From an optimization exercise on the open Yosys and OpenROAD flow, aimed at small area, a short achievable clock period and few clock cycles; shortcuts taken in it are not production practice. The RTL was checked by simulation tests, not by an equivalence proof against the original design. Power figures rest on the tool's default switching activity, not on a simulated workload.

==> run.sh <==
#!/bin/bash
# synth_recipe.tcl (not shown) runs the flow's synth.tcl, then flattens the netlist and writes it again
# the make line also repeats each setting of config.mk as NAME=value (left out here)
make -C /OpenROAD-flow-scripts/flow DESIGN_CONFIG=/design/flow/config.mk WORK_HOME=/design/flow/orfs CLKGATE_MAP_FILE= SYNTH_SCRIPT=/design/flow/synth_recipe.tcl finish
==> constraint.sdc <==
create_clock -name core_clock -period 20.0 [get_ports {clk}]
set_input_delay 4.0000 -clock core_clock [delete_from_list [all_inputs] [get_ports {clk}]]
set_output_delay 4.0000 -clock core_clock [all_outputs]
set_load 0.01 [all_outputs]
==> config.mk <==
export PLATFORM = sky130hd
export DESIGN_NAME = ARM
export DESIGN_NICKNAME = ARM
export VERILOG_FILES = /design/flow/design.v
export SDC_FILE = /design/flow/constraint.sdc
export NUM_CORES = 4
export LEC_CHECK = 0
export CAP_MARGIN = 20
export CORE_MARGIN = 2
export CORE_UTILIZATION = 40
export SLEW_MARGIN = 20
==> design.v <==
module Adder #(parameter WIDTH = 32)(a, b, res);
    input [WIDTH-1:0] a, b;
    output [WIDTH-1:0] res;
    assign res = a + b;
endmodule
module Mux2To1 # (parameter WIDTH = 32)(out, in1, in2, sel);
    input [WIDTH - 1:0] in1, in2;
    input sel;
    output [WIDTH - 1:0] out;
    assign out = (sel == 1'b0) ? in1 : in2;
endmodule
module Mux3To1  #(parameter WIDTH=32)(in1, in2, in3, sel, out);
    input [WIDTH - 1 : 0] in1;
    input [WIDTH - 1 : 0] in2;
    input [WIDTH - 1 : 0] in3;
    input [1:0] sel;
    output reg [WIDTH - 1 : 0] out;
    always @(*) begin
        out = {WIDTH{1'b0}};
        if (sel == 2'b00)
            out = in1;
        else if (sel == 2'b01)
            out = in2;
        else if (sel == 2'b10)
            out = in3;
    end
endmodule
module ALU ( val1, val2, cin, EX_command, ALU_out, SR);
    input [32-1:0] val1, val2;
    input cin;
    input [3:0] EX_command;
    output reg [32-1:0] ALU_out;
    output [3:0] SR;
    reg V, C;
    wire N, Z;
    always @(*) begin
        {V, C} = 2'd0;
        case (EX_command)
            4'b0001: begin
                ALU_out = val2;
            end
            4'b1001: begin
                ALU_out = ~val2;
            end
            4'b0010: begin
                {C, ALU_out} = val1 + val2;
                V = ((val1[32 - 1] == val2[32 - 1]) & (ALU_out[32 - 1] != val1[32 - 1]));
            end
            4'b0011: begin
                {C, ALU_out} = val1 + val2 + {31'd0, cin};
                V = ((val1[32 - 1] == val2[32 - 1]) & (ALU_out[32 - 1] != val1[32 - 1]));
            end
            4'b0100: begin
               {C, ALU_out} = val1 - val2;
                V = ((val1[32 - 1] != val2[32 - 1]) & (ALU_out[32 - 1] != val1[32 - 1]));
            end
            4'b0101: begin
               {C, ALU_out} = val1 - val2 - {31'd0, ~cin};
                V = ((val1[32 - 1] != val2[32 - 1]) & (ALU_out[32 - 1] != val1[32 - 1]));
            end
            4'b0110: begin
                ALU_out = val1 & val2;
            end
            4'b0111: begin
                ALU_out = val1 | val2;
            end
            4'b1000: begin
                ALU_out = val1 ^ val2;
            end
            default: ALU_out = {32{1'b0}};
        endcase
    end
    assign SR = {Z, C, N, V};
    assign N = ALU_out[32-1];
    assign Z = |ALU_out ? 1'b0:1'b1;
endmodule
module Val2Generator(val_Rm, shift_operand, immediate, is_mem_cmd, val2_out);
    input [32-1:0] val_Rm;
    input [12-1:0] shift_operand;
    input immediate, is_mem_cmd;
    output reg [32-1:0] val2_out;
    reg [2 * (32) - 1 : 0] tmp;
    always @(val_Rm, shift_operand, immediate, is_mem_cmd) begin
        val2_out = 32'b0;
        tmp = 0;
        if (is_mem_cmd == 1'b0) begin
            if (immediate == 1'b1) begin
                tmp = {24'b0, shift_operand[7 : 0], 24'b0, shift_operand[7 : 0]} >> {shift_operand[11:8], 1'b0};
                val2_out = tmp[32-1:0];
            end 
            else if(immediate == 1'b0 && shift_operand[4] == 0) begin
                case(shift_operand[6:5])
                    2'b00 : begin
                        val2_out = val_Rm << shift_operand[11 : 7];
                    end
                    2'b01 : begin
                        val2_out = val_Rm >> shift_operand[11 : 7];
                    end
                    2'b10 : begin
                        val2_out = $signed(val_Rm) >>> shift_operand[11 : 7];
                    end
                    2'b11 : begin
                        tmp = {val_Rm, val_Rm} >> shift_operand[11 : 7];
                        val2_out = tmp[32-1:0];
                    end
                endcase
            end
        end 
        else  
        begin
            val2_out = { {20{shift_operand[11]}} , shift_operand}; 
        end
    end
endmodule
module Status_Register(clk, rst, ld, in, out);
    input clk;
    input rst;
    input ld;
    input [3:0] in;
    output reg [3:0] out;
    always@(negedge clk, posedge rst) 
	begin
		if (rst) 
            out <= 0;
		else 
        if (ld) 
            out <= in;
	end
endmodule
module Condition_Check(cond, status_register, condition);
    input  [3:0] cond, status_register;
    output condition;
    reg   condition_state;
    wire  Z, C, N, V;
    assign {Z, C, N, V} = status_register;
    parameter [3:0] EQ = 4'b0000,
                    NE = 4'b0001,
                    CS_HS = 4'b0010,
                    CC_LO = 4'b0011,
                    MI = 4'b0100,
                    PL = 4'b0101,
                    VS = 4'b0110,
                    VC = 4'b0111,
                    HI = 4'b1000,
                    LS = 4'b1001,
                    GE = 4'b1010,
                    LT = 4'b1011,
                    GT = 4'b1100,
                    LE = 4'b1101,
                    AL = 4'b1110;
    always @(cond, Z, C, N, V)begin
        case(cond)
            EQ:    condition_state = Z;
            NE:    condition_state = ~Z;
            CS_HS: condition_state = C;
            CC_LO: condition_state = ~C;
            MI:    condition_state = N;
            PL:    condition_state = ~N;
            VS:    condition_state = V;
            VC:    condition_state = ~V;
            HI:    condition_state = C & ~Z;
            LS:    condition_state = ~C | Z;
            GE:    condition_state = (N & V) | (~N & ~V);
            LT:    condition_state = N != V;
            GT:    condition_state = ~Z & ((N & V) | (~N & ~V));
            LE:    condition_state = Z | ((N & ~V) | (~N & V));
            AL:    condition_state = 1'b1;
            default: condition_state = 1'b0;
        endcase
    end
    assign condition = condition_state;
endmodule
module Control_Unit(S, mode, op_code, executeCommand, mem_read, mem_write, WB_Enable, B, status_update);
    input S;
    input [1:0] mode;
    input [3:0] op_code;
    output reg [3:0] executeCommand;
    output reg  mem_read, mem_write, WB_Enable, B;
    output status_update;
    always @(*) begin
        {mem_read, mem_write, WB_Enable, B} = 4'd0;
        executeCommand = 4'd0;
        case (mode)
            2'b10: begin
                B = 1'b1;
            end
            2'b01: begin
                case (S)
                    0: begin
                        executeCommand = 4'b0010;
                        mem_write = 1'b1;
                    end
                    1: begin
                        executeCommand = 4'b0010;
                        mem_read = 1'b1;
                        WB_Enable = 1'b1;
                    end
                endcase
            end
            2'b00: begin
                case (op_code)
                    4'b1101: begin
                        executeCommand = 4'b0001;
                        WB_Enable = 1'b1;
                    end
                    4'b1111: begin
                        executeCommand = 4'b1001;
                        WB_Enable = 1'b1;
                    end
                    4'b0100: begin
                        executeCommand = 4'b0010;
                        WB_Enable = 1'b1;
                    end
                    4'b0101: begin
                        executeCommand = 4'b0011;
                        WB_Enable = 1'b1;
                    end
                    4'b0010: begin
                        executeCommand = 4'b0100;
                        WB_Enable = 1'b1;
                    end
                    4'b0110: begin
                        executeCommand = 4'b0101;
                        WB_Enable = 1'b1;
                    end
                    4'b0000: begin
                        executeCommand = 4'b0110;
                        WB_Enable = 1'b1;
                    end
                    4'b1100: begin
                        executeCommand = 4'b0111;
                        WB_Enable = 1'b1;
                    end
                    4'b0001: begin
                        executeCommand = 4'b1000;
                        WB_Enable = 1'b1;
                    end
                    4'b1010: begin
                        executeCommand = 4'b0100;
                        WB_Enable = 1'b0;
                    end
                    4'b1000: begin
                        executeCommand = 4'b0110;
                        WB_Enable = 1'b0;
                    end
                endcase
            end
        endcase
    end
    assign status_update = S & (mode == 2'b00);
endmodule
module Register_File(reg1, reg2, result_WB, src1, src2, dest_wb, writeBackEn, rst, clk);
    input [32-1:0] result_WB;
    input [4-1:0] src1, src2, dest_wb;
    input clk, rst, writeBackEn;
    output [32-1:0] reg1, reg2;
    reg [32-1:0] registerFile [0:16-2];
    integer i;
    always@(negedge clk, posedge rst)begin
        if(rst)
            for(i = 0; i < 16 - 1; i = i + 1) 
                registerFile[i] <= i;
        else if(writeBackEn)
                registerFile[dest_wb] <= result_WB;
    end
    assign reg1 = registerFile[src1];
    assign reg2 = registerFile[src2];
endmodule
module PCRegister # (parameter WIDTH = 32)(out, in, rst, freeze, clk);
    input [WIDTH - 1:0] in;
    input rst, freeze, clk;
    output reg [WIDTH - 1:0] out;
    always@(posedge clk, posedge rst) begin
        if(rst)
            out <= {WIDTH{1'b0}};
        else if(~freeze)
            out <= in;
    end
endmodule
module IF_Stage(clk, rst, freeze, branch_taken, branchAddr, pc, instruction, inst_addr, inst_data);
    input clk, rst, freeze, branch_taken;
    input [31:0] branchAddr;
    output [31:0] pc, instruction;
    output [31:0] inst_addr;
    input [31:0] inst_data;
    wire [31:0] adderOut;
    wire [31:0] PCout;
    wire [31:0] muxIFout;
    Adder adder(.a(PCout), .b(32'd4), .res(adderOut));
    assign inst_addr = PCout;
    assign instruction = inst_data;
    Mux2To1 muxIF(.out(muxIFout),.in1(adderOut), .in2(branchAddr), .sel(branch_taken));
    PCRegister PCReg(.out(PCout), .in(muxIFout), .rst(rst), .freeze(freeze), .clk(clk));
    assign pc = adderOut;
endmodule
module IF_Stage_Reg #(parameter N = 32)(clk, rst, freeze, flush, pcIn, instructionIn, pcOut, instruction);
    input clk, rst, freeze, flush;
    input [N-1:0] pcIn;
    input [N-1:0] instructionIn;
    output reg [N-1:0] pcOut;
    output reg [N-1:0] instruction;
    always @(posedge clk or posedge rst) begin
        if(rst) begin
            pcOut <= 0;
            instruction <= 0;
        end  
        else if(flush) begin
            pcOut <= 0;
            instruction <= 0;
        end
        else if(~freeze) begin
            pcOut <= pcIn;
            instruction <= instructionIn;
        end    
    end
endmodule
module ID_Stage (clk, rst, freeze, reg_file_enable,  pc_in, instruction_in, reg_file_result_WB, reg_file_dest_wb, status_register,
                                    pcOut, val_Rn, val_Rm, signed_immediate, shifter_operand, reg_file_src1,
                                    reg_file_src2, reg_file_dst, execute_cmd_out, mem_read_out, mem_write_out, WB_en_out, Imm_out, B_out, status_update_out);
    input clk, rst, freeze, reg_file_enable;
    input [32-1:0] pc_in, instruction_in, reg_file_result_WB;
    input [3:0] reg_file_dest_wb, status_register;
    output [32-1:0] pcOut, val_Rn, val_Rm;
    output [24-1:0] signed_immediate;
	output [12-1:0] shifter_operand;
    output [4-1:0] reg_file_src1, reg_file_src2, reg_file_dst, execute_cmd_out;
    output mem_read_out, mem_write_out, WB_en_out, Imm_out, B_out, status_update_out;
    wire [8:0] ctrl_unit_mux_in, ctrl_unit_mux_out;
    wire[3:0] executeCommand;
    wire mem_read, mem_write, WB_Enable, B, status_update, condition_state;
	wire ctrl_unit_mux_enable;
    wire [32-1:0] val_Rn_temp, val_Rm_temp;
    Mux2To1 #(4) muxRegFile(.out(reg_file_src2),.in1(instruction_in[3:0]), .in2(instruction_in[15:12]), .sel(mem_write));
    Register_File regFile(.reg1(val_Rn_temp), .reg2(val_Rm_temp), .result_WB(reg_file_result_WB), .src1(reg_file_src1), .src2(reg_file_src2),
                         .dest_wb(reg_file_dest_wb), .writeBackEn(reg_file_enable), .rst(rst), .clk(clk));
    Mux2To1 #(9) muxCtrlUnit(.out(ctrl_unit_mux_out),.in1(ctrl_unit_mux_in), .in2(9'd0), .sel(ctrl_unit_mux_enable));
    Control_Unit ctrlUnit(.S(instruction_in[20]), .mode(instruction_in[27:26]), .op_code(instruction_in[24:21]), .executeCommand(executeCommand),
                          .mem_read(mem_read), .mem_write(mem_write), .WB_Enable(WB_Enable), .B(B), .status_update(status_update));
    Condition_Check condCheck(.cond(instruction_in[31:28]), .status_register(status_register), .condition(condition_state));
    wire isRn15, isRm15;
    assign isRn15 = &reg_file_src1;
    assign isRm15 = &reg_file_src2;
    Mux2To1 #(32) muxRnVal(.out(val_Rn),.in1(val_Rn_temp), .in2(pc_in), .sel(isRn15));
    Mux2To1 #(32) muxRmVal(.out(val_Rm),.in1(val_Rm_temp), .in2(pc_in), .sel(isRm15));
    assign pcOut = pc_in;
    assign ctrl_unit_mux_in = {status_update, B, executeCommand, mem_write, mem_read, WB_Enable};
    assign {status_update_out, B_out, execute_cmd_out, mem_write_out, mem_read_out, WB_en_out} = ctrl_unit_mux_out;
    assign ctrl_unit_mux_enable = (~condition_state) | freeze;
    assign shifter_operand = instruction_in[11:0];
	assign reg_file_dst = instruction_in[15:12];
	assign reg_file_src1 = instruction_in[19:16];
	assign signed_immediate = instruction_in[23:0];
	assign Imm_out = instruction_in[25];
endmodule
module ID_Stage_Reg #(parameter N = 32)(clk, rst, flush, mem_read_in, mem_write_in, WB_Enable_in, Imm_in, B_in, status_update_in, 
                                        reg_file_dst_in, executeCommand_in, status_register_in, reg_file_src1_in, reg_file_src2_in, 
                                        shifter_operand_in, signed_immediate_in, pc_in, val_Rn_in, val_Rm_in, mem_read_out, 
                                        mem_write_out, WB_Enable_out, Imm_out, B_out, status_update_out, reg_file_dst_out, execute_cmd_out,
                                        status_register_out, reg_file_src1_out, reg_file_src2_out, shifter_operand_out, signed_immediate_out,
                                        pc_out, val_Rn_out, val_Rm_out);
    input clk, rst, flush, mem_read_in, mem_write_in, WB_Enable_in, Imm_in, B_in, status_update_in;
    input [3:0] reg_file_dst_in, executeCommand_in, status_register_in, reg_file_src1_in, reg_file_src2_in;
    input [12-1:0] shifter_operand_in;
    input [24-1:0] signed_immediate_in;
    input [32-1:0] pc_in, val_Rn_in, val_Rm_in;
    output reg mem_read_out, mem_write_out, WB_Enable_out, Imm_out, B_out, status_update_out;
    output reg [3:0] reg_file_dst_out, execute_cmd_out, status_register_out, reg_file_src1_out, reg_file_src2_out;
    output reg [12-1:0] shifter_operand_out;
    output reg [24-1:0] signed_immediate_out;
    output reg [32-1:0] pc_out, val_Rn_out, val_Rm_out;
   always @(posedge clk, posedge rst) begin
    if (rst) 
        begin
            pc_out <= 0;
            reg_file_dst_out <= 0;
            val_Rn_out <= 0;
            val_Rm_out <=0;
            signed_immediate_out <= 0;
            shifter_operand_out <= 0;
            execute_cmd_out <= 0;
            status_register_out <= 0;
            mem_read_out <= 0;
            mem_write_out <= 0;
            WB_Enable_out <= 0;
            Imm_out <= 0;
            B_out <= 0;
            status_update_out <= 0;
            reg_file_src1_out <= 0;
            reg_file_src2_out <= 0;
        end
    else if (flush) 
        begin
            pc_out <= 0;
            reg_file_dst_out <= 0;
            val_Rn_out <= 0;
            val_Rm_out <=0;
            signed_immediate_out <= 0;
            shifter_operand_out <= 0;
            execute_cmd_out <= 0;
            status_register_out <= 0;
            mem_read_out <= 0;
            mem_write_out <= 0;
            WB_Enable_out <= 0;
            Imm_out <= 0;
            B_out <= 0;
            status_update_out <= 0;
            reg_file_src1_out <= 0;
            reg_file_src2_out <= 0;
        end
    else 
        begin
            pc_out <= pc_in;
            reg_file_dst_out <= reg_file_dst_in;
            val_Rn_out <= val_Rn_in;
            val_Rm_out <= val_Rm_in;
            signed_immediate_out <= signed_immediate_in;
            shifter_operand_out <= shifter_operand_in;
            execute_cmd_out <= executeCommand_in;
            status_register_out <= status_register_in;
            mem_read_out <= mem_read_in;
            mem_write_out <= mem_write_in;
            WB_Enable_out <= WB_Enable_in;
            Imm_out <= Imm_in;
            B_out <= B_in;
            status_update_out <= status_update_in;
            reg_file_src1_out <= reg_file_src1_in;
            reg_file_src2_out <= reg_file_src2_in;
        end
  end
endmodule
module Exec_Stage(clk, rst, pc_in, mem_read_in, mem_write_in, S, B, WB_en_in, execute_cmd_in, immediate_in, signed_immediate_24_in, shift_operand_in,
				 val_Rn_in, val_Rm_in, SR_in, dst_in, alu_res_in_MEM, wb_value_WB, alu_mux_src_1_sel, alu_mux_src_2_sel, alu_out, branch_address, 
				 status_reg_out, branch_taken_out, WB_en_out, mem_read_out, mem_write_out, dst_out, val_Rm_out);
	input clk, rst;
	input [32-1: 0] pc_in;
	input mem_read_in, mem_write_in, S, B, WB_en_in;
	input [3:0] execute_cmd_in;
	input immediate_in;
	input [24-1:0] signed_immediate_24_in;
	input [12 - 1 : 0] shift_operand_in;
	input [32 - 1: 0] val_Rn_in, val_Rm_in;
	input [3:0] SR_in; 
	input [4-1:0] dst_in;
	input [32 - 1 : 0] alu_res_in_MEM, wb_value_WB;
	input [1:0] alu_mux_src_1_sel;
	input [1:0] alu_mux_src_2_sel;
	output [32 - 1 : 0] alu_out;
	output [32 - 1 : 0] branch_address;
	output [3:0] status_reg_out;
	output branch_taken_out, WB_en_out, mem_read_out, mem_write_out;
	output [4-1:0] dst_out;
	output [32 - 1 : 0] val_Rm_out;
	wire [3:0] status_bits;
	wire [32 - 1 : 0] val2out;
	wire [32 - 1 : 0] alu_mux_Rn_out, alu_mux_Rm_out;
	ALU alu(.val1(alu_mux_Rn_out), .val2(val2out), .cin(SR_in[2]), .EX_command(execute_cmd_in), .ALU_out(alu_out), .SR(status_bits));
	Mux3To1 #(32) alu_mux_src_1(.in1(val_Rn_in), .in2(alu_res_in_MEM), .in3(wb_value_WB), .sel(alu_mux_src_1_sel), .out(alu_mux_Rn_out)); 
	Mux3To1 #(32) alu_mux_src_2(.in1(val_Rm_in), .in2(alu_res_in_MEM), .in3(wb_value_WB), .sel(alu_mux_src_2_sel), .out(alu_mux_Rm_out));
	wire is_mem_cmd;
	assign is_mem_cmd = mem_read_in | mem_write_in;
	assign dst_out = dst_in;
	assign branch_taken_out = B;
	assign mem_read_out = mem_read_in;
	assign mem_write_out = mem_write_in;
	assign WB_en_out = WB_en_in;
	Status_Register status_ref(.clk(clk), .rst(rst), .ld(S), .in(status_bits), .out(status_reg_out));
	assign val_Rm_out = alu_mux_Rm_out; 
    Val2Generator v2g(.val_Rm(alu_mux_Rm_out), .shift_operand(shift_operand_in), .immediate(immediate_in), .is_mem_cmd(is_mem_cmd), .val2_out(val2out));
	wire [32 - 1 : 0] sign_immediate_extended = { {8{signed_immediate_24_in[23]}}, signed_immediate_24_in}; 
    wire [32 - 1 : 0] sign_immediate_extended_xfour = sign_immediate_extended << 2;
    Adder adderPc(.a(pc_in), .b(sign_immediate_extended_xfour), .res(branch_address));
endmodule 
module Exec_Stage_Reg (clk, rst, dst_in, mem_read_in, mem_write_in, WB_en_in, val_Rm_in, ALU_res_in, dst_out, ALU_res_out, val_Rm_out, mem_read_out, mem_write_out, WB_en_out);
    input clk, rst;
    input  [4-1:0] dst_in;
    input  mem_read_in, mem_write_in, WB_en_in;
    input  [32-1:0] val_Rm_in;
    input [32-1:0] ALU_res_in;
    output reg [4-1:0] dst_out;
    output reg [32-1:0] ALU_res_out;
    output reg [32-1:0] val_Rm_out;
    output reg mem_read_out, mem_write_out, WB_en_out;
    always @(posedge clk, posedge rst) begin
        if(rst) begin
        dst_out <= 0;
        ALU_res_out <= 0;
        val_Rm_out <= 0;
        mem_read_out <= 0;
        mem_write_out <= 0;
        WB_en_out <= 0;
        end
        else begin
        dst_out <= dst_in;
        ALU_res_out <= ALU_res_in;
        val_Rm_out <= val_Rm_in;
        mem_read_out <= mem_read_in;
        mem_write_out <= mem_write_in;
        WB_en_out <= WB_en_in;
        end
    end
endmodule
module Mem_Stage (clk, rst, dst, ALU_res, val_Rm, mem_read, mem_write, WB_en, dst_out, ALU_res_out, mem_out, mem_read_out, WB_en_out,
                  data_addr, data_wdata, data_we, data_re, data_rdata);
    input clk, rst;
    input [4-1:0] dst;
    input [32-1:0] ALU_res;
    input [32-1:0] val_Rm;
    input mem_read, mem_write, WB_en;
    output [4-1:0] dst_out;
    output [32-1:0] ALU_res_out;
    output [32-1:0] mem_out;
    output mem_read_out, WB_en_out;
    output [32-1:0] data_addr, data_wdata;
    output data_we, data_re;
    input [32-1:0] data_rdata;
    assign dst_out = dst;
    assign mem_read_out = mem_read;
    assign WB_en_out = WB_en;
    assign ALU_res_out = ALU_res;
    assign data_addr = ALU_res;
    assign data_wdata = val_Rm;
    assign data_we = mem_write;
    assign data_re = mem_read;
    assign mem_out = data_rdata;
endmodule
module Mem_Stage_Reg (clk, rst, dst, ALU_res, mem_data, mem_read, WB_en, dst_out, ALU_res_out, mem_data_out, mem_read_out, WB_en_out);
    input clk, rst;
    input [4-1:0] dst;
    input [32-1:0] ALU_res;
    input [32-1:0] mem_data;
    input mem_read, WB_en;
    output reg [4-1:0] dst_out;
    output reg [32-1:0] ALU_res_out;
    output reg [32-1:0] mem_data_out;
    output reg mem_read_out, WB_en_out;
    always @(posedge clk, posedge rst) begin
        if(rst) begin
            dst_out <= 0;
            ALU_res_out <= 0;
            mem_data_out <= 0;
            mem_read_out <= 0;
            WB_en_out <= 0;
        end
        else begin
            dst_out <= dst;
            ALU_res_out <= ALU_res;
            mem_data_out <= mem_data;
            mem_read_out <= mem_read;
            WB_en_out <= WB_en;
        end
    end
endmodule
module WB_Stage(clk, rst, dst, ALU_res, mem_data, mem_read, WB_en, WB_dst, WB_en_out, WB_value);
    input clk, rst;
    input [4-1:0] dst;
    input [32-1:0] ALU_res;
    input [32-1:0] mem_data;
    input mem_read, WB_en;
    output [4-1:0] WB_dst;
    output WB_en_out;
    output [32-1:0] WB_value;
    assign WB_dst = dst;
    assign WB_en_out = WB_en;
    Mux2To1 #(32) MUX_2_to_1_Reg_File (.out(WB_value), .in1(ALU_res), .in2(mem_data), .sel(mem_read));
endmodule
module Hazard_Detector (src1, src2, exe_wb_dest, mem_wb_dest, two_src,  exe_wb_enable, mem_wb_enable, forward_en, EXE_mem_read_en, hazard);  
    input [4 - 1:0] src1, src2;
    input [4 - 1:0] exe_wb_dest;
    input [4 - 1:0] mem_wb_dest;
    input two_src, exe_wb_enable, mem_wb_enable;
    input forward_en, EXE_mem_read_en;
    output reg hazard;
    always @(*)
    begin
        if (~forward_en) begin
            if ((src1 == exe_wb_dest) && (exe_wb_enable == 1'b1))
                hazard = 1'b1;
            else
            if ((src1 == mem_wb_dest) && (mem_wb_enable == 1'b1))
                hazard = 1'b1;
            else
            if ((src2 == exe_wb_dest) && (exe_wb_enable == 1'b1) && (two_src == 1'b1))
                hazard = 1'b1;            
            else
            if ((src2 == mem_wb_dest) && (mem_wb_enable == 1'b1) && (two_src == 1'b1))
                hazard = 1'b1;    
            else
                hazard = 1'b0;
        end
        else  begin
            if ((src1 == exe_wb_dest) && EXE_mem_read_en)
                hazard = 1'b1;
            else
            if ((src2 == exe_wb_dest) && (two_src == 1'b1) && EXE_mem_read_en)
                hazard = 1'b1;
            else
                hazard = 1'b0;
        end
    end
endmodule
module Forwarding_Unit (forward_en, WB_wb_en, MEM_wb_en, MEM_dst, WB_dst, src1_in, src2_in, sel_src1, sel_src2);
    input forward_en;
	input WB_wb_en, MEM_wb_en;
    input [4 - 1:0] MEM_dst, WB_dst, src1_in, src2_in;
    output reg [1:0] sel_src1, sel_src2;
	always@(*) begin
		{sel_src1, sel_src2} = 4'd0;
        if (forward_en && WB_wb_en) begin
            if (WB_dst == src1_in) begin
                sel_src1 = 2'b10; 
            end
            if (WB_dst == src2_in) begin
                sel_src2 = 2'b10; 
            end
        end
        if (forward_en && MEM_wb_en) begin
            if (MEM_dst == src1_in) begin
                sel_src1 = 2'b01;
            end
            if (MEM_dst == src2_in) begin
                sel_src2 = 2'b01;
            end
        end
	end
endmodule
module ARM(clk, rst, inst_addr, inst_data, data_addr, data_wdata, data_we, data_re, data_rdata);
    input clk, rst;
    output [32-1:0] inst_addr;
    input  [32-1:0] inst_data;
    output [32-1:0] data_addr, data_wdata;
    output data_we, data_re;
    input  [32-1:0] data_rdata;
    wire forward_en = 1'b1;
    wire freeze, branch_taken;
    wire  [32-1:0] branchAddr, IFStagePcOut, IFRegPcOut, IFStageInstructionOut, IFRegInstructionOut;
    wire  [32-1:0] ID_pc_out, ID_val_Rn, ID_val_Rm;
    wire [24-1:0] ID_signed_immediate;
    wire [12-1:0] ID_shifter_operand;
    wire [4-1:0] ID_regFile_src1, ID_regFile_src2, ID_regFile_dst;
    wire [3:0] ID_execute_cmd_out, status_reg_out;
    wire ID_mem_read_out, ID_mem_write_out, ID_WB_en_out, ID_imm_out, ID_B_out, ID_status_update_out;
    wire IDreg_mem_read_out, IDreg_mem_write_out, IDreg_WB_en_out, IDreg_imm_out, IDreg_B_out, IDreg_S_out;
    wire [4-1:0] IDreg_regFile_dst;
    wire [3:0] IDreg_execute_cmd_out, IDreg_status_reg_out;
    wire [4-1:0] IDreg_regFile_src1, IDreg_regFile_src2;
    wire [12-1:0] IDreg_shifter_operand;
    wire [24-1:0] IDreg_signed_immediate;
    wire [32-1:0] IDreg_pc_out, IDreg_val_Rn, IDreg_val_Rm;
    wire EXE_wb_en_out, EXE_mem_read_out, EXE_mem_write_out;
    wire [32-1:0] EXE_alu_out, EXE_val_Rm_out;
    wire [4-1:0] EXE_dst_out;
    wire EXEreg_wb_en_out, EXEreg_mem_read_out, EXEreg_mem_write_out;
    wire [32-1:0] EXEreg_alu_out, EXEreg_val_Rm_out;
    wire [4-1:0] EXEreg_dst_out;
    wire MEM_wb_en_out, MEM_mem_read_out;
    wire [32-1:0] MEM_alu_out;
    wire [4-1:0] MEM_dst_out;
    wire [32-1:0] mem_out;
    wire MEMreg_wb_en_out, MEMreg_mem_read_out;
    wire [32-1:0] MEMreg_alu_out;
    wire [4-1:0] MEMreg_dst_out;
    wire [32-1:0] MEMreg_mem_out;
    wire WB_WB_en_out;
    wire [32-1:0] WB_value;
    wire [4-1:0] WB_dst_out;
    wire two_src;
    wire [1 : 0] FWD_sel_src1, FWD_sel_src2;
    IF_Stage IF_stage(.clk(clk), .rst(rst), .freeze(freeze), .branch_taken(branch_taken), .branchAddr(branchAddr), .pc(IFStagePcOut),
                      .instruction(IFStageInstructionOut), .inst_addr(inst_addr), .inst_data(inst_data));
    IF_Stage_Reg IF_stage_reg(.clk(clk), .rst(rst), .freeze(freeze), .flush(branch_taken), .pcIn(IFStagePcOut), .instructionIn(IFStageInstructionOut),
                              .pcOut(IFRegPcOut), .instruction(IFRegInstructionOut));
    ID_Stage ID_stage(.clk(clk), .rst(rst), .freeze(freeze), .reg_file_enable(WB_WB_en_out),  .pc_in(IFRegPcOut), .instruction_in(IFRegInstructionOut),
                      .reg_file_result_WB(WB_value), .reg_file_dest_wb(WB_dst_out), .status_register(status_reg_out), .pcOut(ID_pc_out),
                      .val_Rn(ID_val_Rn), .val_Rm(ID_val_Rm), .signed_immediate(ID_signed_immediate), .shifter_operand(ID_shifter_operand), 
                      .reg_file_src1(ID_regFile_src1), .reg_file_src2(ID_regFile_src2), .reg_file_dst(ID_regFile_dst),
                      .execute_cmd_out(ID_execute_cmd_out), .mem_read_out(ID_mem_read_out), .mem_write_out(ID_mem_write_out),
                      .WB_en_out(ID_WB_en_out), .Imm_out(ID_imm_out), .B_out(ID_B_out), .status_update_out(ID_status_update_out));
    ID_Stage_Reg ID_stage_reg(.clk(clk), .rst(rst), .flush(branch_taken), .mem_read_in(ID_mem_read_out), .mem_write_in(ID_mem_write_out),
                              .WB_Enable_in(ID_WB_en_out), .Imm_in(ID_imm_out), .B_in(ID_B_out), .status_update_in(ID_status_update_out), 
                              .reg_file_dst_in(ID_regFile_dst), .executeCommand_in(ID_execute_cmd_out), .status_register_in(status_reg_out),
                              .reg_file_src1_in(ID_regFile_src1), .reg_file_src2_in(ID_regFile_src2), .shifter_operand_in(ID_shifter_operand),
                              .signed_immediate_in(ID_signed_immediate), .pc_in(ID_pc_out), .val_Rn_in(ID_val_Rn), .val_Rm_in(ID_val_Rm),
                              .mem_read_out(IDreg_mem_read_out), .mem_write_out(IDreg_mem_write_out), .WB_Enable_out(IDreg_WB_en_out),
                              .Imm_out(IDreg_imm_out), .B_out(IDreg_B_out), .status_update_out(IDreg_S_out),
                              .reg_file_dst_out(IDreg_regFile_dst), .execute_cmd_out(IDreg_execute_cmd_out), .status_register_out(IDreg_status_reg_out),
                              .reg_file_src1_out(IDreg_regFile_src1), .reg_file_src2_out(IDreg_regFile_src2), .shifter_operand_out(IDreg_shifter_operand),
                              .signed_immediate_out(IDreg_signed_immediate), .pc_out(IDreg_pc_out), 
                              .val_Rn_out(IDreg_val_Rn), .val_Rm_out(IDreg_val_Rm));
    Exec_Stage exec_stage(.clk(clk), .rst(rst), .pc_in(IDreg_pc_out), .mem_read_in(IDreg_mem_read_out), .mem_write_in(IDreg_mem_write_out), .S(IDreg_S_out), .B(IDreg_B_out),
                          .WB_en_in(IDreg_WB_en_out), .execute_cmd_in(IDreg_execute_cmd_out), .immediate_in(IDreg_imm_out), .signed_immediate_24_in(IDreg_signed_immediate),
                          .shift_operand_in(IDreg_shifter_operand), .val_Rn_in(IDreg_val_Rn), .val_Rm_in(IDreg_val_Rm), .SR_in(IDreg_status_reg_out), .dst_in(IDreg_regFile_dst),
                          .alu_res_in_MEM(MEM_alu_out), .wb_value_WB(WB_value), .alu_mux_src_1_sel(FWD_sel_src1), .alu_mux_src_2_sel(FWD_sel_src2),
                          .alu_out(EXE_alu_out), .branch_address(branchAddr), .status_reg_out(status_reg_out), .branch_taken_out(branch_taken), .WB_en_out(EXE_wb_en_out), 
                          .mem_read_out(EXE_mem_read_out), .mem_write_out(EXE_mem_write_out), .dst_out(EXE_dst_out), .val_Rm_out(EXE_val_Rm_out));
    Exec_Stage_Reg Exec_stage_reg(.clk(clk), .rst(rst), .dst_in(EXE_dst_out), .mem_read_in(EXE_mem_read_out), .mem_write_in(EXE_mem_write_out), .WB_en_in(EXE_wb_en_out),
                                  .val_Rm_in(EXE_val_Rm_out), .ALU_res_in(EXE_alu_out), .dst_out(EXEreg_dst_out), .ALU_res_out(EXEreg_alu_out), .val_Rm_out(EXEreg_val_Rm_out),
                                  .mem_read_out(EXEreg_mem_read_out), .mem_write_out(EXEreg_mem_write_out), .WB_en_out(EXEreg_wb_en_out));
    Mem_Stage Mem_stage(.clk(clk), .rst(rst), .dst(EXEreg_dst_out), .ALU_res(EXEreg_alu_out), .val_Rm(EXEreg_val_Rm_out), .mem_read(EXEreg_mem_read_out), .mem_write(EXEreg_mem_write_out),
                        .WB_en(EXEreg_wb_en_out), .dst_out(MEM_dst_out), .ALU_res_out(MEM_alu_out), .mem_out(mem_out), .mem_read_out(MEM_mem_read_out), .WB_en_out(MEM_wb_en_out),
                        .data_addr(data_addr), .data_wdata(data_wdata), .data_we(data_we), .data_re(data_re), .data_rdata(data_rdata));
    Mem_Stage_Reg Mem_stage_reg(.clk(clk), .rst(rst), .dst(MEM_dst_out), .ALU_res(MEM_alu_out), .mem_data(mem_out), .mem_read(MEM_mem_read_out), .WB_en(MEM_wb_en_out),
                                .dst_out(MEMreg_dst_out), .ALU_res_out(MEMreg_alu_out), .mem_data_out(MEMreg_mem_out), .mem_read_out(MEMreg_mem_read_out), .WB_en_out(MEMreg_wb_en_out));
    WB_Stage wb_stage(.clk(clk), .rst(rst), .dst(MEMreg_dst_out), .ALU_res(MEMreg_alu_out), .mem_data(MEMreg_mem_out), .mem_read(MEMreg_mem_read_out), .WB_en(MEMreg_wb_en_out),
                      .WB_dst(WB_dst_out), .WB_en_out(WB_WB_en_out), .WB_value(WB_value));
    wire ID_is_store = (IFRegInstructionOut[27:26] == 2'b01) & ~IFRegInstructionOut[20];
    assign two_src = ID_is_store | ~ID_imm_out;
    Hazard_Detector hazard_detector(.src1(ID_regFile_src1), .src2(ID_regFile_src2), .exe_wb_dest(EXE_dst_out), .mem_wb_dest(MEM_dst_out), .two_src(two_src),  .exe_wb_enable(EXE_wb_en_out),
                                    .mem_wb_enable(MEM_wb_en_out), .forward_en(forward_en), .EXE_mem_read_en(IDreg_mem_read_out), .hazard(freeze));  
    Forwarding_Unit forwarding_unit(.forward_en(forward_en), .WB_wb_en(WB_WB_en_out), .MEM_wb_en(MEM_wb_en_out), .MEM_dst(MEM_dst_out), .WB_dst(WB_dst_out), .src1_in(IDreg_regFile_src1), 
                                    .src2_in(IDreg_regFile_src2), .sel_src1(FWD_sel_src1), .sel_src2(FWD_sel_src2));
endmodule
==> results.tsv <==
metric	value	unit
place.gp.congestion	1.08	
cts_made_buffers	96	
grt_antenna_before_repair	19	
peakVddDrop	91.3	uV
synth.cell_area	0.0533	mm^2
routed_wl	284	mm
place_area	0.0587	mm^2
slew_headroom	11.7	%
synthesis.nets	6527	
path_class	flip-flop to flip-flop	
maxCapViolCount	0	
rows	133	
clock_tree.htree_level_count	3	
finalHoldViolations	0	
async_flop_share	100	%
gr-total-overflow	0	
fin_setup_tns	0	ps
cp.arrival	10470	ps
cts.clk_slew.worst_paths	60	ps
coreArea	0.132	mm^2
grt_pass1_wl	401	mm
setup_viol	0	
worst_slew_pin_slew	1310	ps
startpoint	Mem_stage_reg.dst_out[1]$_DFF_PP0_	
worstSetupStartpointType	flip-flop	
cp.required	10690	ps
via_per_inst	6.66	
syn_area_per_cell	8.43	um^2
cts_root_buf	clkbuf_16	
first_global_vias	52806	
synth_seq_cells	856	
drtAntennaViolNets	0	
hold_path_class	flip-flop to flip-flop	
grt_max_degree	155	
synth_edf_count	0	
crit_path_end_kind	flip-flop	
crit_fanout	20	
cts_sinks	856	
cts_buffer_depth	3	
worst_path_max_delay_cell	nor4_1	
wl_per_cell	34.0	um
power	0.0117	W
yosysUniqueCellTypes	111	
p_leak	26.1	nW
io_pins	164	
area_growth	16.8	%
first_iter_violations	8176	
yosysWarnings	15	
nNetsFinal	6700	
power_density	188	mW/mm^2
synthFlopType	dfrtn_1	
final_layout_size_suffix_gt1_share	12.2	%
fin_util	47.2	%
slew_viol_final	0	
grt_use_total	40.8	%
firstDrtPassIters	8	
r2r_start	Mem_stage_reg.dst_out[1]$_DFF_PP0_	
yosysTopAreaCellShare	21.4	%
cts_tree	done	
hpwlAfterDp	197	mm
die_area	0.136	mm^2
ys_seq_area_share	40.3	%
postSynthCellCount	6323	
finClkSkew	86.4	ps
io_buffers	163	
rsz0062_at_grt	false	
holdWs	414	ps
design_area	0.0622	mm^2
cts_hold_buf	0	
die_x	369	um
hold_path.startpoint	ID_stage_reg.WB_Enable_out$_DFF_PP0_	
initial_utilization	40.4	%
fp.dieH	369	um
synthTopCellsByArea	dfrtn_1 21%, dfrtp_1 17%, a21oi_1 5.8%	
outcome	timing/DRC/antenna clean	
drc	0	
cpPeakStageDelay	940	ps
num_vias	55570	
clk_latency	750	ps
synth_top_cell_by_area	dfrtn_1	
[per-layer routing]
layer	part of all wire (%)	wire, um	vias up	GRT usage, %
met2	42	120000	3766	60.2
met3	11	32500	1139	11.9
li1	-	-	23543	-
met1	37	106000	27096	50.9
met4	8.9	25400	26	29.1
met5	0.061	172	-	0
[metrics by stage]
step	instances	worst slack, ps
finish	8341	217
global route	8335	23.9
CTS	8334	481
detailed placement	8125	562
global placement	8124	653
floorplan	6323	-5410
[final cells by class]
class                      count  area (um^2)
sequential                   856        21500
clock buffer                 151         2990
clock inverter                59          531
multi-input combinational   4801        29800
tap                         1755         2200
timing repair buffer         547         4610
inverter                     166          627
antenna                        6         15.0
fill                       12915        69600
[synth_stat cells (21+ instances only)]
library cell and count:
a211oi_1 60, a21oi_1 614, a221oi_1 73, a222oi_1 58
a22o_1 50, a22oi_1 274, a31oi_1 39, and2_1 23
and3_1 63, buf_1 37, buf_2 26, clkbuf_1 425
dfrtn_1 456, dfrtp_1 372, dfstp_2 28, ha_1 135
inv_1 152, mux2i_1 91, mux4_2 36, nand2_1 630
nand2b_1 30, nand3_1 192, nand4_1 99, nor2_1 811
nor2b_1 78, nor3_1 107, nor4_1 33, o2111ai_1 21
o211ai_1 50, o21a_1 27, o21ai_0 448, o22ai_1 122
o31a_1 22, o31ai_1 27, or3_1 23, xnor2_1 109
xor2_1 66
[critical path, delay by kind of cell, from the launching register on]
kind	cells	cell delay, ps
DFF	1	530
xor gates and xnor gates	2	350
buffers and inverters	3	670
AOI/OAI and AO/OA	10	3020
adders and majority gates	1	310
and+or+nand+nor	12	4840
[timing repair]
action / CTS / global route
gates resized for setup: 0 / 4
buffers inserted: 0 / 0
setup endpoints to repair: 0 / 1
[logic make-up (layout without fill, tap and decap cells)]
kind of cell,after synthesis,in the layout,share of synthesized area (%)
flip-flops,856,856,40.3
AO/OA/AOI/OAI,2152,2152,26.5
multiplexers,141,141,3.53
buffers and inverters,666,923,4.86
AND/OR/NAND/NOR,2194,2194,18.7
adder cells (fa/ha/maj),138,138,3.28
XOR/XNOR,176,176,2.91
other,0,6,0
[cell usage in the layout (no fill, tap or decap), types with 102 or more instances in the layout]
cell / instances
ha_1: 135
clkdlybuf4s50_1: 163
buf_4: 375
a22oi_1: 274
nand2_1: 629
dfrtn_1: 456
o22ai_1: 122
o21ai_0: 439
inv_1: 176
nor2_1: 773
dfrtp_1: 365
a21oi_1: 613
clkbuf_16: 102
nand3_1: 192
xnor2_1: 109
[registers in the layout, summed over array words and instances (netlist names), 4 cells and up]
name                               count
Exec_stage_reg.ALU_res_out            32
Exec_stage_reg.dst_out                 4
Exec_stage_reg.val_Rm_out             32
ID_stage.regFile.registerFile        480
ID_stage_reg.execute_cmd_out           4
ID_stage_reg.pc_out                   32
ID_stage_reg.reg_file_src2_out         4
ID_stage_reg.signed_immediate_out     24
ID_stage_reg.val_Rm_out               32
ID_stage_reg.val_Rn_out               32
IF_stage.PCReg.out                    32
IF_stage_reg.instruction              32
IF_stage_reg.pcOut                    32
Mem_stage_reg.ALU_res_out             32
Mem_stage_reg.dst_out                  4
Mem_stage_reg.mem_data_out            32
exec_stage.status_ref.out              4
[path summary, 6_finish.rpt]
| path | endpoint | slack [ps] | cells past startpoint |
|---|---|---|---|
| max | exec_stage.status_ref.out[3]$_DFFE_NP0P_ | 220 | 28 |
| min | Exec_stage_reg.WB_en_out$_DFF_PP0_ | 410 | 0 |
| max reg2reg | exec_stage.status_ref.out[3]$_DFFE_NP0P_ | 220 | 28 |
| min reg2reg | Exec_stage_reg.WB_en_out$_DFF_PP0_ | 410 | 0 |
| max in group asynchronous | ID_stage.regFile.registerFile[7][31]$_DFFE_NP0P_ | 4680 | 4 |
| min in group asynchronous | Mem_stage_reg.mem_data_out[29]$_DFF_PP0_ | 3690 | 2 |
[power by group]
part           internal [W]  switching, W  total [W]
registers           0.00234      0.000566    0.00291
clock network       0.00111      0.000822    0.00193
logic               0.00233       0.00450    0.00683
total               0.00579       0.00588     0.0117
Testbench counts, summed over its fixed seeds: cycles 99,171.
